This design comes from an exercise in tuning for a short achievable clock period and few clock cycles on the open sky130 flow, not from production work.
Where RTL was checked, it was by simulation tests only, not by an equivalence proof against the original.
Power is estimated from default activity; no workload was simulated.

==> job 5417 <==
==> flow/design.v <==
module arm_core (
    input         clk,
    input         rst,
    output [7:0]  imem_addr,
    input  [31:0] imem_data,
    output [5:0]  dmem_addr,
    output [31:0] dmem_wdata,
    output        dmem_we,
    input  [31:0] dmem_rdata,
    output        wb_en,
    output [3:0]  wb_dest,
    output [31:0] wb_value
);
  localparam OP_MOV = 4'd0, OP_MVN = 4'd1, OP_ADD = 4'd2, OP_ADC = 4'd3,
             OP_SUB = 4'd4, OP_SBC = 4'd5, OP_AND = 4'd6, OP_ORR = 4'd7,
             OP_EOR = 4'd8;
  function cond_pass;
    input [3:0] c;
    input n, z, cf, v;
    begin
      case (c)
        4'b0000: cond_pass = z;
        4'b0001: cond_pass = ~z;
        4'b0010: cond_pass = cf;
        4'b0011: cond_pass = ~cf;
        4'b0100: cond_pass = n;
        4'b0101: cond_pass = ~n;
        4'b0110: cond_pass = v;
        4'b0111: cond_pass = ~v;
        4'b1000: cond_pass = cf & ~z;
        4'b1001: cond_pass = ~cf | z;
        4'b1010: cond_pass = (n == v);
        4'b1011: cond_pass = (n != v);
        4'b1100: cond_pass = ~z & (n == v);
        4'b1101: cond_pass = z & (n != v);
        4'b1110: cond_pass = 1'b1;
        default: cond_pass = 1'b0;
      endcase
    end
  endfunction
  reg  [7:0]  pc;
  reg         ir_valid;
  reg  [31:0] ir;
  reg  [7:0]  ir_pc;
  reg         ir_pred;
  reg         de_valid;
  reg  [3:0]  de_cond;
  reg         de_S, de_wb, de_ld, de_st, de_br, de_pred;
  reg         de_arith, de_sub, de_cin1, de_cinc, de_csub, de_csbc;
  reg         de_and, de_orr, de_eor, de_mov, de_mvn;
  reg  [3:0]  de_dest;
  reg  [31:0] de_a, de_b, de_sd;
  reg         de_sa_em, de_sa_mw, de_sa_de, de_sb_em, de_sb_mw, de_sb_de;
  reg         de_ss_em, de_ss_mw, de_ss_de;
  reg  [7:0]  de_target, de_fall;
  reg         em_wen, em_ld, em_st;
  reg  [3:0]  em_dest;
  reg  [31:0] em_val, em_sd;
  reg         mw_wen;
  reg  [3:0]  mw_dest;
  reg  [31:0] mw_val;
  reg         fN, fZ, fC, fV;
  reg  [31:0] rf [0:15];
  wire [31:0] opA = ({32{de_sa_em}} & em_val) | ({32{de_sa_mw}} & mw_val) | ({32{de_sa_de}} & de_a);
  wire [31:0] opB = ({32{de_sb_em}} & em_val) | ({32{de_sb_mw}} & mw_val) | ({32{de_sb_de}} & de_b);
  wire [31:0] opS = ({32{de_ss_em}} & em_val) | ({32{de_ss_mw}} & mw_val) | ({32{de_ss_de}} & de_sd);
  wire e_cond = cond_pass(de_cond, fN, fZ, fC, fV);
  wire e_act  = de_valid & e_cond;
  wire e_cin  = de_cin1 | (de_cinc & fC);
  wire [31:0] bx  = {32{de_sub}} ^ opB;
  wire [32:0] sum = {1'b0, opA} + {1'b0, bx} + {32'b0, e_cin};
  wire [31:0] lres = ({32{de_and}} & (opA & opB)) | ({32{de_orr}} & (opA | opB)) |
                     ({32{de_eor}} & (opA ^ opB)) | ({32{de_mov}} & opB) |
                     ({32{de_mvn}} & ~opB);
  wire [31:0] res  = de_arith ? sum[31:0] : lres;
  wire [31:0] zx = opA ^ bx;
  wire [31:0] zk = {opA[30:0] | bx[30:0], e_cin};
  wire zsum = &(zx ~^ zk);
  wire nN = res[31];
  wire nZ = de_arith ? zsum : ~|lres;
  wire nC = de_arith & (de_csub ? (opA[31] ^ ~opB[31] ^ sum[32]) :
                        de_csbc ? ~sum[32] : sum[32]);
  wire nV = de_arith & (opA[31] ~^ bx[31]) & (sum[31] ^ opA[31]);
  wire e_wen      = e_act & de_wb;
  wire e_taken    = e_act & de_br;
  wire e_redirect = de_valid & de_br & (e_taken != de_pred);
  wire [7:0] e_rpc = e_taken ? de_target : de_fall;
  wire [3:0] d_cond = ir[31:28];
  wire [1:0] d_mode = ir[27:26];
  wire       d_I    = ir[25];
  wire [3:0] d_opc  = ir[24:21];
  wire       d_Sb   = ir[20];
  wire [3:0] d_rn   = ir[19:16];
  wire [3:0] d_rd   = ir[15:12];
  wire [3:0] d_rm   = ir[3:0];
  wire [4:0] d_sha  = ir[11:7];
  reg  [3:0] d_op;
  reg        d_usea;
  always @(*) begin
    d_usea = 1'b1;
    case (d_opc)
      4'b1101: begin d_op = OP_MOV; d_usea = 1'b0; end
      4'b1111: begin d_op = OP_MVN; d_usea = 1'b0; end
      4'b0100: d_op = OP_ADD;
      4'b0101: d_op = OP_ADC;
      4'b0010: d_op = OP_SUB;
      4'b0110: d_op = OP_SBC;
      4'b0000: d_op = OP_AND;
      4'b1100: d_op = OP_ORR;
      4'b0001: d_op = OP_EOR;
      4'b1010: d_op = OP_SUB;
      4'b1000: d_op = OP_AND;
      default: begin d_op = OP_MOV; d_usea = 1'b0; end
    endcase
  end
  wire d_dp  = (d_mode == 2'b00);
  wire d_mem = (d_mode == 2'b01);
  wire d_ld  = d_mem & d_Sb;
  wire d_st  = d_mem & ~d_Sb;
  wire d_br  = (d_mode == 2'b10);
  wire d_wb  = (d_dp & ~(d_opc == 4'b1010 || d_opc == 4'b1000)) | d_ld;
  wire d_S   = d_dp & d_Sb;
  wire d_use_a  = (d_dp | d_mem) & d_usea;
  wire d_use_m  = d_dp & ~d_I;                
  wire d_shift  = d_use_m & (d_sha != 5'd0);  
  wire d_braw   = d_use_m & (d_sha == 5'd0);  
  wire d_use_s  = d_st;                       
  wire mw_hit_n = mw_wen & (mw_dest == d_rn);
  wire mw_hit_m = mw_wen & (mw_dest == d_rm);
  wire mw_hit_d = mw_wen & (mw_dest == d_rd);
  wire em_hit_m = em_wen & (em_dest == d_rm);
  wire [31:0] rd_n = mw_hit_n ? mw_val : (rf[d_rn] & {32{rf_v[d_rn]}});
  wire [31:0] rd_d = mw_hit_d ? mw_val : (rf[d_rd] & {32{rf_v[d_rd]}});
  wire [31:0] rd_m = em_hit_m ? em_val : mw_hit_m ? mw_val : (rf[d_rm] & {32{rf_v[d_rm]}});
  wire [31:0] imm8 = {24'b0, ir[7:0]};
  wire [4:0]  rot  = {ir[11:8], 1'b0};
  wire [31:0] imm_rot = (imm8 >> rot) | (imm8 << (6'd32 - {1'b0, rot}));
  wire [31:0] shifted = (ir[6:5] == 2'b01) ? (rd_m >> d_sha) : (rd_m << d_sha);
  wire [31:0] d_b = d_mem ? {20'b0, ir[11:0]} : d_I ? imm_rot : shifted;
  wire [7:0] d_pc1 = ir_pc + 8'd1;
  wire [7:0] d_tgt = d_pc1 + ir[7:0];
  wire z_after = (e_act & de_S) ? nZ : fZ;
  wire d_tk = cond_pass(d_cond, fN, z_after, fC, fV);
  wire d_known = ir_valid & d_br & (~(de_valid & de_S) | (d_cond[3:1] == 3'b000));
  wire d_redirect = d_known & (d_tk != ir_pred) & ~e_redirect;
  wire d_pred = d_known ? d_tk : ir_pred;
  wire de_wpot = de_valid & de_wb;
  wire hz_ld = de_wpot & de_ld &
               ((d_use_a & (de_dest == d_rn)) |
                (d_braw  & (de_dest == d_rm)) |
                (d_use_s & (de_dest == d_rd)));
  wire hz_sh = d_shift & ((de_wpot & (de_dest == d_rm)) |
                          (em_wen & em_ld & (em_dest == d_rm)));
  wire d_stall = ir_valid & (hz_ld | hz_sh);
  wire f_a_em = e_wen & (de_dest == d_rn);
  wire f_a_mw = ~f_a_em & em_wen & (em_dest == d_rn);
  wire f_b_em = d_braw & e_wen & (de_dest == d_rm);
  wire f_b_mw = ~f_b_em & d_braw & em_wen & (em_dest == d_rm);
  wire f_s_em = e_wen & (de_dest == d_rd);
  wire f_s_mw = ~f_s_em & em_wen & (em_dest == d_rd);
  wire [3:0] f_cond = imem_data[31:28];
  wire       f_br   = (imem_data[27:25] == 3'b101);
  wire       ir_setter = ir_valid & (ir[27:26] == 2'b00) & ir[20];
  wire       f_flagsafe = ~ir_setter & ~(de_valid & de_S);
  reg  [15:0] pv_fwd, pv_bwd;
  integer k;
  always @(*) begin
    for (k = 0; k < 16; k = k + 1) begin
      pv_fwd[k] = (k == 14) | ((k != 15) & f_flagsafe & cond_pass(k[3:0], fN, fZ, fC, fV));
      pv_bwd[k] = (k == 14) | ((k != 15) & (~f_flagsafe | cond_pass(k[3:0], fN, fZ, fC, fV)));
    end
  end
  wire       f_go = ~e_redirect & ~d_stall;
  wire       f_pred, f_pred_go;
  arm_fpred u_fpred (.d(imem_data), .pv_fwd(pv_fwd), .pv_bwd(pv_bwd), .go(f_go),
                     .pred(f_pred), .pred_go(f_pred_go));
  wire [7:0] pc1 = pc + 8'd1;
  wire [7:0] f_target;
  arm_add8 u_tadd (.a(pc1), .b(imem_data[7:0]), .y(f_target));
  wire [7:0] pc_alt = e_redirect ? e_rpc : d_stall ? pc : pc1;
  wire [7:0] pc_f, pc_next;
  arm_mux8 u_pcsel (.sel(f_pred_go), .a(f_target), .b(pc_alt), .y(pc_f));
  wire [7:0] d_rpc = ir_pred ? d_pc1 : d_tgt;   
  arm_mux8 u_pcdsel (.sel(d_redirect), .a(d_rpc), .b(pc_f), .y(pc_next));
  assign imem_addr = pc;
  always @(posedge clk or posedge rst) begin
    if (rst) begin
      pc <= 8'd0;
      ir_valid <= 1'b0;
    end else begin
      pc <= pc_next;
      if (e_redirect | d_redirect) ir_valid <= 1'b0;
      else if (!d_stall) ir_valid <= 1'b1;
    end
  end
  always @(posedge clk) begin
    if (!d_stall) begin
      ir <= imem_data; ir_pc <= pc; ir_pred <= f_pred;
    end
  end
  always @(posedge clk or posedge rst) begin
    if (rst) de_valid <= 1'b0;
    else     de_valid <= ir_valid & ~d_stall & ~e_redirect & (d_dp | d_mem | d_br);
  end
  always @(posedge clk) begin
      de_cond <= d_cond; de_S <= d_S; de_wb <= d_wb;
      de_ld <= d_ld; de_st <= d_st; de_br <= d_br; de_pred <= d_pred;
      de_arith <= (d_op == OP_ADD) | (d_op == OP_ADC) | (d_op == OP_SUB) | (d_op == OP_SBC);
      de_sub   <= (d_op == OP_SUB) | (d_op == OP_SBC);
      de_cin1  <= (d_op == OP_SUB);
      de_cinc  <= (d_op == OP_ADC) | (d_op == OP_SBC);
      de_csub  <= (d_op == OP_SUB);
      de_csbc  <= (d_op == OP_SBC);
      de_and <= (d_op == OP_AND); de_orr <= (d_op == OP_ORR); de_eor <= (d_op == OP_EOR);
      de_mov <= (d_op == OP_MOV); de_mvn <= (d_op == OP_MVN);
      de_dest <= d_rd;
      de_a <= rd_n; de_b <= d_b; de_sd <= rd_d;
      de_sa_em <= f_a_em; de_sa_mw <= f_a_mw; de_sa_de <= ~f_a_em & ~f_a_mw;
      de_sb_em <= f_b_em; de_sb_mw <= f_b_mw; de_sb_de <= ~f_b_em & ~f_b_mw;
      de_ss_em <= f_s_em; de_ss_mw <= f_s_mw; de_ss_de <= ~f_s_em & ~f_s_mw;
      de_target <= d_tgt;
      de_fall <= d_pc1;
  end
  always @(posedge clk or posedge rst) begin
    if (rst) begin
      em_wen <= 1'b0; em_ld <= 1'b0; em_st <= 1'b0;
      mw_wen <= 1'b0;
      fN <= 1'b0; fZ <= 1'b0; fC <= 1'b0; fV <= 1'b0;
    end else begin
      em_wen <= e_wen;
      em_ld  <= e_act & de_ld;
      em_st  <= e_act & de_st;
      if (e_act & de_S) begin
        fN <= nN; fZ <= nZ; fC <= nC; fV <= nV;
      end
      mw_wen <= em_wen;
    end
  end
  always @(posedge clk) begin
    em_dest <= de_dest;
    em_val  <= res;
    em_sd   <= opS;
    mw_dest <= em_dest;
    mw_val  <= em_ld ? dmem_rdata : em_val;
  end
  reg [15:0] rf_v;
  always @(posedge clk or posedge rst) begin
    if (rst) rf_v <= 16'b0;
    else if (mw_wen) rf_v[mw_dest] <= 1'b1;
  end
  always @(posedge clk) begin
    if (mw_wen) rf[mw_dest] <= mw_val;
  end
  assign dmem_addr  = em_val[7:2];
  assign dmem_wdata = em_sd;
  assign dmem_we    = em_st;
  assign wb_en    = mw_wen;
  assign wb_dest  = mw_dest;
  assign wb_value = mw_val;
endmodule
module arm_fpred (
    input  [31:0] d,
    input  [15:0] pv_fwd,
    input  [15:0] pv_bwd,
    input         go,
    output        pred,
    output        pred_go
);
  wire [15:0] v = d[23] ? pv_bwd : pv_fwd;
  assign pred    = (d[27:25] == 3'b101) & v[d[31:28]];
  assign pred_go = pred & go;
endmodule
module arm_add8 (
    input  [7:0] a,
    input  [7:0] b,
    output [7:0] y
);
  assign y = a + b;
endmodule
module arm_mux8 (
    input        sel,
    input  [7:0] a,
    input  [7:0] b,
    output [7:0] y
);
  assign y = sel ? a : b;
endmodule
==> flow/flow/run.sh <==
#!/bin/bash
set -euo pipefail
cd "$(dirname "$0")/.."
bash standard.sh SETUP_SLACK_MARGIN=${MARGIN:-11.6} GPL_TIMING_DRIVEN=1 finish > standard.log 2>&1
==> flow/standard.sh <==
#!/bin/bash
# synth_recipe.tcl (not shown) runs the flow's synth.tcl, then flattens the netlist and writes it again
# the make line also repeats each setting of config.mk as NAME=value (left out here)
make -C /OpenROAD-flow-scripts/flow DESIGN_CONFIG=/design/flow/config.mk WORK_HOME=/design/flow/orfs CLKGATE_MAP_FILE= SYNTH_SCRIPT=/design/flow/synth_recipe.tcl "${@:-finish}"
==> flow/config.mk <==
export PLATFORM = sky130hd
export DESIGN_NAME = arm_core
export DESIGN_NICKNAME = arm_core
export VERILOG_FILES = /design/flow/design.v
export SDC_FILE = /design/flow/constraint.sdc
export NUM_CORES = 4
export LEC_CHECK = 0
export CAP_MARGIN = 20
export CORE_MARGIN = 2
export CORE_UTILIZATION = 60
export PLACE_DENSITY = 0.72
export SLEW_MARGIN = 20
export SYNTH_HIERARCHICAL = 1
export SYNTH_MINIMUM_KEEP_SIZE = 0
==> flow/constraint.sdc <==
create_clock -name core_clock -period 16.0 [get_ports {clk}]
set_input_delay 3.2000 -clock core_clock [delete_from_list [all_inputs] [get_ports {clk}]]
set_output_delay 3.2000 -clock core_clock [all_outputs]
set_load 0.01 [all_outputs]
==> job 6916 (differences from job 5417) <==
==> flow/design.v, changed modules only <==
module arm_core (
    input         clk,
    input         rst,
    output [7:0]  imem_addr,
    input  [31:0] imem_data,
    output [5:0]  dmem_addr,
    output [31:0] dmem_wdata,
    output        dmem_we,
    input  [31:0] dmem_rdata,
    output        wb_en,
    output [3:0]  wb_dest,
    output [31:0] wb_value
);
  localparam OP_MOV = 4'd0, OP_MVN = 4'd1, OP_ADD = 4'd2, OP_ADC = 4'd3,
             OP_SUB = 4'd4, OP_SBC = 4'd5, OP_AND = 4'd6, OP_ORR = 4'd7,
             OP_EOR = 4'd8;
  function cond_pass;
    input [3:0] c;
    input n, z, cf, v;
    begin
      case (c)
        4'b0000: cond_pass = z;
        4'b0001: cond_pass = ~z;
        4'b0010: cond_pass = cf;
        4'b0011: cond_pass = ~cf;
        4'b0100: cond_pass = n;
        4'b0101: cond_pass = ~n;
        4'b0110: cond_pass = v;
        4'b0111: cond_pass = ~v;
        4'b1000: cond_pass = cf & ~z;
        4'b1001: cond_pass = ~cf | z;
        4'b1010: cond_pass = (n == v);
        4'b1011: cond_pass = (n != v);
        4'b1100: cond_pass = ~z & (n == v);
        4'b1101: cond_pass = z & (n != v);
        4'b1110: cond_pass = 1'b1;
        default: cond_pass = 1'b0;
      endcase
    end
  endfunction
  reg  [7:0]  pc;
  reg         ir_valid;
  reg  [31:0] ir;
  reg  [7:0]  ir_pc;
  reg         ir_pred;
  reg  [15:0] ir_n_oh, ir_m_oh, ir_d_oh;
  reg  [3:0]  ir_sh_lo;
  reg  [7:0]  ir_sh_hi;
  reg         ir_lsr;
  reg         de_valid;
  reg  [3:0]  de_cond;
  reg         de_S, de_wb, de_ld, de_st, de_br, de_pred;
  reg         de_arith, de_sub, de_cin1, de_cinc, de_csub, de_csbc;
  reg         de_and, de_orr, de_eor, de_mov, de_mvn;
  reg  [3:0]  de_dest;
  reg  [31:0] de_a, de_b, de_sd;
  reg         de_sa_em, de_sa_mw, de_sa_de, de_sb_em, de_sb_mw, de_sb_de;
  reg         de_ss_em, de_ss_mw, de_ss_de;
  reg  [7:0]  de_target, de_fall;
  reg         em_wen, em_ld, em_st;
  reg  [3:0]  em_dest;
  reg  [31:0] em_val, em_valf, em_sd;
  reg         mw_wen;
  reg  [3:0]  mw_dest;
  reg  [31:0] mw_val;
  reg         fN, fZ, fC, fV;
  reg  [7:0]  pc_o;
  reg  [5:0]  em_addr;
  reg  [31:0] wb_val_o;
  reg  [31:0] rf [0:15];
  reg  [15:0] rf_v;
  wire [31:0] opA = ({32{de_sa_em}} & em_valf) | ({32{de_sa_mw}} & mw_val) | ({32{de_sa_de}} & de_a);
  wire [31:0] opB = ({32{de_sb_em}} & em_valf) | ({32{de_sb_mw}} & mw_val) | ({32{de_sb_de}} & de_b);
  wire [31:0] opS = ({32{de_ss_em}} & em_val) | ({32{de_ss_mw}} & mw_val) | ({32{de_ss_de}} & de_sd);
  wire e_cond = cond_pass(de_cond, fN, fZ, fC, fV);
  wire e_act  = de_valid & e_cond;
  wire e_cin  = de_cin1 | (de_cinc & fC);
  wire [31:0] bx  = {32{de_sub}} ^ opB;
  wire [32:0] sum = {1'b0, opA} + {1'b0, bx} + {32'b0, e_cin};
  wire [31:0] lres = ({32{de_and}} & (opA & opB)) | ({32{de_orr}} & (opA | opB)) |
                     ({32{de_eor}} & (opA ^ opB)) | ({32{de_mov}} & opB) |
                     ({32{de_mvn}} & ~opB);
  wire [31:0] res  = de_arith ? sum[31:0] : lres;
  wire [31:0] zx = opA ^ bx;
  wire [31:0] zk = {opA[30:0] | bx[30:0], e_cin};
  wire zsum = &(zx ~^ zk);
  wire nN = res[31];
  wire nZ = de_arith ? zsum : ~|lres;
  wire nC = de_arith & (de_csub ? (opA[31] ^ ~opB[31] ^ sum[32]) :
                        de_csbc ? ~sum[32] : sum[32]);
  wire nV = de_arith & (opA[31] ~^ bx[31]) & (sum[31] ^ opA[31]);
  wire e_wen      = e_act & de_wb;
  wire e_taken    = e_act & de_br;
  wire e_redirect = de_valid & de_br & (e_taken != de_pred);
  wire [7:0] e_rpc = e_taken ? de_target : de_fall;
  wire [3:0] d_cond = ir[31:28];
  wire [1:0] d_mode = ir[27:26];
  wire       d_I    = ir[25];
  wire [3:0] d_opc  = ir[24:21];
  wire       d_Sb   = ir[20];
  wire [3:0] d_rn   = ir[19:16];
  wire [3:0] d_rd   = ir[15:12];
  wire [3:0] d_rm   = ir[3:0];
  wire [4:0] d_sha  = ir[11:7];
  reg  [3:0] d_op;
  reg        d_usea;
  always @(*) begin
    d_usea = 1'b1;
    case (d_opc)
      4'b1101: begin d_op = OP_MOV; d_usea = 1'b0; end
      4'b1111: begin d_op = OP_MVN; d_usea = 1'b0; end
      4'b0100: d_op = OP_ADD;
      4'b0101: d_op = OP_ADC;
      4'b0010: d_op = OP_SUB;
      4'b0110: d_op = OP_SBC;
      4'b0000: d_op = OP_AND;
      4'b1100: d_op = OP_ORR;
      4'b0001: d_op = OP_EOR;
      4'b1010: d_op = OP_SUB;
      4'b1000: d_op = OP_AND;
      default: begin d_op = OP_MOV; d_usea = 1'b0; end
    endcase
  end
  wire d_dp  = (d_mode == 2'b00);
  wire d_mem = (d_mode == 2'b01);
  wire d_ld  = d_mem & d_Sb;
  wire d_st  = d_mem & ~d_Sb;
  wire d_br  = (d_mode == 2'b10);
  wire d_wb  = (d_dp & ~(d_opc == 4'b1010 || d_opc == 4'b1000)) | d_ld;
  wire d_S   = d_dp & d_Sb;
  wire d_use_a  = (d_dp | d_mem) & d_usea;
  wire d_use_m  = d_dp & ~d_I;                
  wire d_shift  = d_use_m & (d_sha != 5'd0);  
  wire d_braw   = d_use_m & (d_sha == 5'd0);  
  wire d_use_s  = d_st;                       
  wire em_hit_m = em_wen & (em_dest == d_rm);
  wire [511:0] rf_flat;
  genvar gr;
  generate
    for (gr = 0; gr < 16; gr = gr + 1) begin : g_rf
      assign rf_flat[gr*32 +: 32] = rf[gr];
    end
  endgenerate
  wire [31:0] rd_n, rd_d, rd_m0;
  arm_rfread u_rd_n (.sel(ir_n_oh & rf_v), .regs(rf_flat), .y(rd_n));
  arm_rfread u_rd_d (.sel(ir_d_oh & rf_v), .regs(rf_flat), .y(rd_d));
  arm_rfread u_rd_m (.sel(ir_m_oh & rf_v), .regs(rf_flat), .y(rd_m0));
  wire [31:0] rd_m = em_hit_m ? em_val : rd_m0;
  wire [31:0] imm8 = {24'b0, ir[7:0]};
  wire [4:0]  rot  = {ir[11:8], 1'b0};
  wire [31:0] imm_rot = (imm8 >> rot) | (imm8 << (6'd32 - {1'b0, rot}));
  wire [31:0] shifted;
  arm_shift u_shift (.x(rd_m), .lo_l(ir_sh_lo & {4{~ir_lsr}}), .lo_r(ir_sh_lo & {4{ir_lsr}}),
                     .hi_l(ir_sh_hi & {8{~ir_lsr}}), .hi_r(ir_sh_hi & {8{ir_lsr}}), .y(shifted));
  wire [31:0] d_b = d_mem ? {20'b0, ir[11:0]} : d_I ? imm_rot : shifted;
  wire [7:0] d_pc1 = ir_pc + 8'd1;
  wire [7:0] d_tgt = d_pc1 + ir[7:0];
  wire z_after = (e_act & de_S) ? nZ : fZ;
  wire d_tk = cond_pass(d_cond, fN, z_after, fC, fV);
  wire d_known = ir_valid & d_br & (~(de_valid & de_S) | (d_cond[3:1] == 3'b000));
  wire d_redirect = d_known & (d_tk != ir_pred) & ~e_redirect;
  wire d_pred = d_known ? d_tk : ir_pred;
  wire de_wpot = de_valid & de_wb;
  wire hz_ld = de_wpot & de_ld &
               ((d_use_a & (de_dest == d_rn)) |
                (d_braw  & (de_dest == d_rm)) |
                (d_use_s & (de_dest == d_rd)));
  wire hz_sh = d_shift & ((de_wpot & (de_dest == d_rm)) |
                          (em_wen & em_ld & (em_dest == d_rm)));
  wire d_stall = ir_valid & (hz_ld | hz_sh);
  wire f_a_em = e_wen & (de_dest == d_rn);
  wire f_a_mw = ~f_a_em & em_wen & (em_dest == d_rn);
  wire f_b_em = d_braw & e_wen & (de_dest == d_rm);
  wire f_b_mw = ~f_b_em & d_braw & em_wen & (em_dest == d_rm);
  wire f_s_em = e_wen & (de_dest == d_rd);
  wire f_s_mw = ~f_s_em & em_wen & (em_dest == d_rd);
  wire [3:0] f_cond = imem_data[31:28];
  wire       f_br   = (imem_data[27:25] == 3'b101);
  wire       f_go = ~e_redirect & ~d_stall;
  wire       f_pred = f_br & ((f_cond == 4'b1110) | ((f_cond != 4'b1111) & imem_data[23]));
  wire       f_pred_go = f_pred & f_go;
  wire [7:0] pc1 = pc + 8'd1;
  wire [7:0] f_target;
  arm_add8 u_tadd (.a(pc1), .b(imem_data[7:0]), .y(f_target));
  wire [7:0] d_rpc = ir_pred ? d_pc1 : d_tgt;   
  wire [7:0] pc_alt = e_redirect ? e_rpc : d_redirect ? d_rpc : d_stall ? pc : pc1;
  wire       sel_t = f_pred_go & ~d_redirect;
  wire [7:0] pc_next;
  arm_mux8 u_pcsel (.sel(sel_t), .a(f_target), .b(pc_alt), .y(pc_next));
  wire       sel_to = sel_t & ~rst;
  wire [7:0] pc_alt_o = pc_alt & {8{~rst}};
  wire [7:0] pc_next_o;
  arm_mux8 u_pcselo (.sel(sel_to), .a(f_target), .b(pc_alt_o), .y(pc_next_o));
  assign imem_addr = pc_o;
  always @(posedge clk or posedge rst) begin
    if (rst) begin
      pc <= 8'd0;
      ir_valid <= 1'b0;
    end else begin
      pc <= pc_next;
      if (e_redirect | d_redirect) ir_valid <= 1'b0;
      else if (!d_stall) ir_valid <= 1'b1;
    end
  end
  always @(posedge clk) begin
    if (!d_stall) begin
      ir <= imem_data; ir_pc <= pc; ir_pred <= f_pred;
      ir_n_oh  <= 16'b1 << imem_data[19:16];
      ir_m_oh  <= 16'b1 << imem_data[3:0];
      ir_d_oh  <= 16'b1 << imem_data[15:12];
      ir_sh_lo <= 4'b1 << imem_data[8:7];
      ir_sh_hi <= 8'b1 << imem_data[11:9];
      ir_lsr   <= (imem_data[6:5] == 2'b01);
    end
  end
  always @(posedge clk or posedge rst) begin
    if (rst) de_valid <= 1'b0;
    else     de_valid <= ir_valid & ~d_stall & ~e_redirect & (d_dp | d_mem | d_br);
  end
  always @(posedge clk) begin
      de_cond <= d_cond; de_S <= d_S; de_wb <= d_wb;
      de_ld <= d_ld; de_st <= d_st; de_br <= d_br; de_pred <= d_pred;
      de_arith <= (d_op == OP_ADD) | (d_op == OP_ADC) | (d_op == OP_SUB) | (d_op == OP_SBC);
      de_sub   <= (d_op == OP_SUB) | (d_op == OP_SBC);
      de_cin1  <= (d_op == OP_SUB);
      de_cinc  <= (d_op == OP_ADC) | (d_op == OP_SBC);
      de_csub  <= (d_op == OP_SUB);
      de_csbc  <= (d_op == OP_SBC);
      de_and <= (d_op == OP_AND); de_orr <= (d_op == OP_ORR); de_eor <= (d_op == OP_EOR);
      de_mov <= (d_op == OP_MOV); de_mvn <= (d_op == OP_MVN);
      de_dest <= d_rd;
      de_a <= rd_n; de_b <= d_b; de_sd <= rd_d;
      de_sa_em <= f_a_em; de_sa_mw <= f_a_mw; de_sa_de <= ~f_a_em & ~f_a_mw;
      de_sb_em <= f_b_em; de_sb_mw <= f_b_mw; de_sb_de <= ~f_b_em & ~f_b_mw;
      de_ss_em <= f_s_em; de_ss_mw <= f_s_mw; de_ss_de <= ~f_s_em & ~f_s_mw;
      de_target <= d_tgt;
      de_fall <= d_pc1;
  end
  always @(posedge clk or posedge rst) begin
    if (rst) begin
      em_wen <= 1'b0; em_ld <= 1'b0; em_st <= 1'b0;
      mw_wen <= 1'b0;
      fN <= 1'b0; fZ <= 1'b0; fC <= 1'b0; fV <= 1'b0;
    end else begin
      em_wen <= e_wen;
      em_ld  <= e_act & de_ld;
      em_st  <= e_act & de_st;
      if (e_act & de_S) begin
        fN <= nN; fZ <= nZ; fC <= nC; fV <= nV;
      end
      mw_wen <= em_wen;
    end
  end
  always @(posedge clk) begin
    pc_o <= pc_next_o;
    if (e_act & (de_ld | de_st)) em_addr <= res[7:2];
    if (em_wen) wb_val_o <= m_val;
  end
  always @(posedge clk) begin
    em_dest <= de_dest;
    em_valf <= res;
    if (e_act) em_val <= res;
    em_sd   <= opS;
    mw_dest <= em_dest;
    mw_val  <= m_val;
  end
  wire [31:0] m_val = em_ld ? dmem_rdata : em_val;
  always @(posedge clk or posedge rst) begin
    if (rst) rf_v <= 16'b0;
    else if (em_wen) rf_v[em_dest] <= 1'b1;
  end
  always @(posedge clk) begin
    if (em_wen) rf[em_dest] <= m_val;
  end
  assign dmem_addr  = em_addr;
  assign dmem_wdata = em_sd;
  assign dmem_we    = em_st;
  assign wb_en    = mw_wen;
  assign wb_dest  = mw_dest;
  assign wb_value = wb_val_o;
endmodule
module arm_rfread (
    input  [15:0]  sel,
    input  [511:0] regs,
    output [31:0]  y
);
  reg [31:0] acc;
  integer k;
  always @(*) begin
    acc = 32'b0;
    for (k = 0; k < 16; k = k + 1)
      acc = acc | ({32{sel[k]}} & regs[k*32 +: 32]);
  end
  assign y = acc;
endmodule
module arm_shift (
    input  [31:0] x,
    input  [3:0]  lo_l,
    input  [3:0]  lo_r,
    input  [7:0]  hi_l,
    input  [7:0]  hi_r,
    output [31:0] y
);
  reg [31:0] s1, s2;
  integer j;
  always @(*) begin
    s1 = 32'b0;
    for (j = 0; j < 4; j = j + 1)
      s1 = s1 | ({32{lo_l[j]}} & (x << j)) | ({32{lo_r[j]}} & (x >> j));
    s2 = 32'b0;
    for (j = 0; j < 8; j = j + 1)
      s2 = s2 | ({32{hi_l[j]}} & (s1 << (4*j))) | ({32{hi_r[j]}} & (s1 >> (4*j)));
  end
  assign y = s2;
endmodule
// module arm_fpred removed
CORE_UTILIZATION = 45   (was 60)
PLACE_DENSITY = 0.62   (was 0.72)
==> comparison table <==
Result of the run: job 5417 no timing/DRC/antenna violations; job 6916 no timing/DRC/antenna violations
Relative contribution of the clock network to total power: job 5417 28.7%; job 6916 35.2%
Shortest period the worst path allows: job 5417 4.80 ns; job 6916 4.57 ns
Number of buffers created by CTS: job 5417 89; job 6916 107
Overall Global Routing Usage: job 5417 47.7%; job 6916 36.6%
Share of cells above drive strength 1: job 5417 29.8%; job 6916 19.6%
Initial antenna violation count: job 5417 4; job 6916 20
Met1 usage in global routing: job 5417 60.8%; job 6916 48.1%
Register-to-register setup slack: job 5417 11.20 ns; job 6916 11.43 ns
Via count of the first global-routing pass: job 5417 40114; job 6916 39663
Net Switching: job 5417 2710 µW; job 6916 2330 µW
Critical path required time: job 5417 16.53 ns; job 6916 16.55 ns
Footprint of the flip-flops and latches: job 5417 0.0230 mm²; job 6916 0.0267 mm²
Share of the yosys chip area belonging to registers: job 5417 45.0%; job 6916 54.2%
Worst Max-Slew Pin Slew: job 5417 1.35 ns; job 6916 1.13 ns
Combinational power share: job 5417 34.7%; job 6916 22.2%
Number of core rows: job 5417 106; job 6916 121
Testbench counts of job 6916, summed over its fixed seeds: cycles 29,140.
The RTL of job 5417 was laid out without a check of its function.

==> static timing again, ports no longer ideal <==
Ports are ideal in the flow. The routed layouts listed here were re-timed in OpenROAD.
Step 1 sets driving cells, clkbuf_16 on the clock port and buf_2 on the other inputs (assumed; they add their load-dependent delay and slew).
Step 2, shift: input delay + t, output delay - t, t = (earliest + latest rising clock arrival at the registers) / 2. This alone moves slack from input paths to output paths.
Slacks: ideal / step 1 / step 2; pairs: ideal / step 1.
run | t, ns | slack for setup (ns) | worst hold slack (ns) | worst setup path after step 2 | latest minus earliest clock arrival (ns)
job 5417 | 0.734 | 11.202 / 11.202 / 10.476 | 0.411 / 0.411 / 0.411 | input to register | 0.079 / 0.079
job 6916 | 0.792 | 11.427 / 11.347 / 10.789 | 0.417 / 0.417 / 0.417 | input to register | 0.068 / 0.068
After both steps setup and hold are still met in every run listed. For job 5417, which loses most, drivers alone change the setup slack by 0.000 ns; drivers and shift together by -0.726 ns.
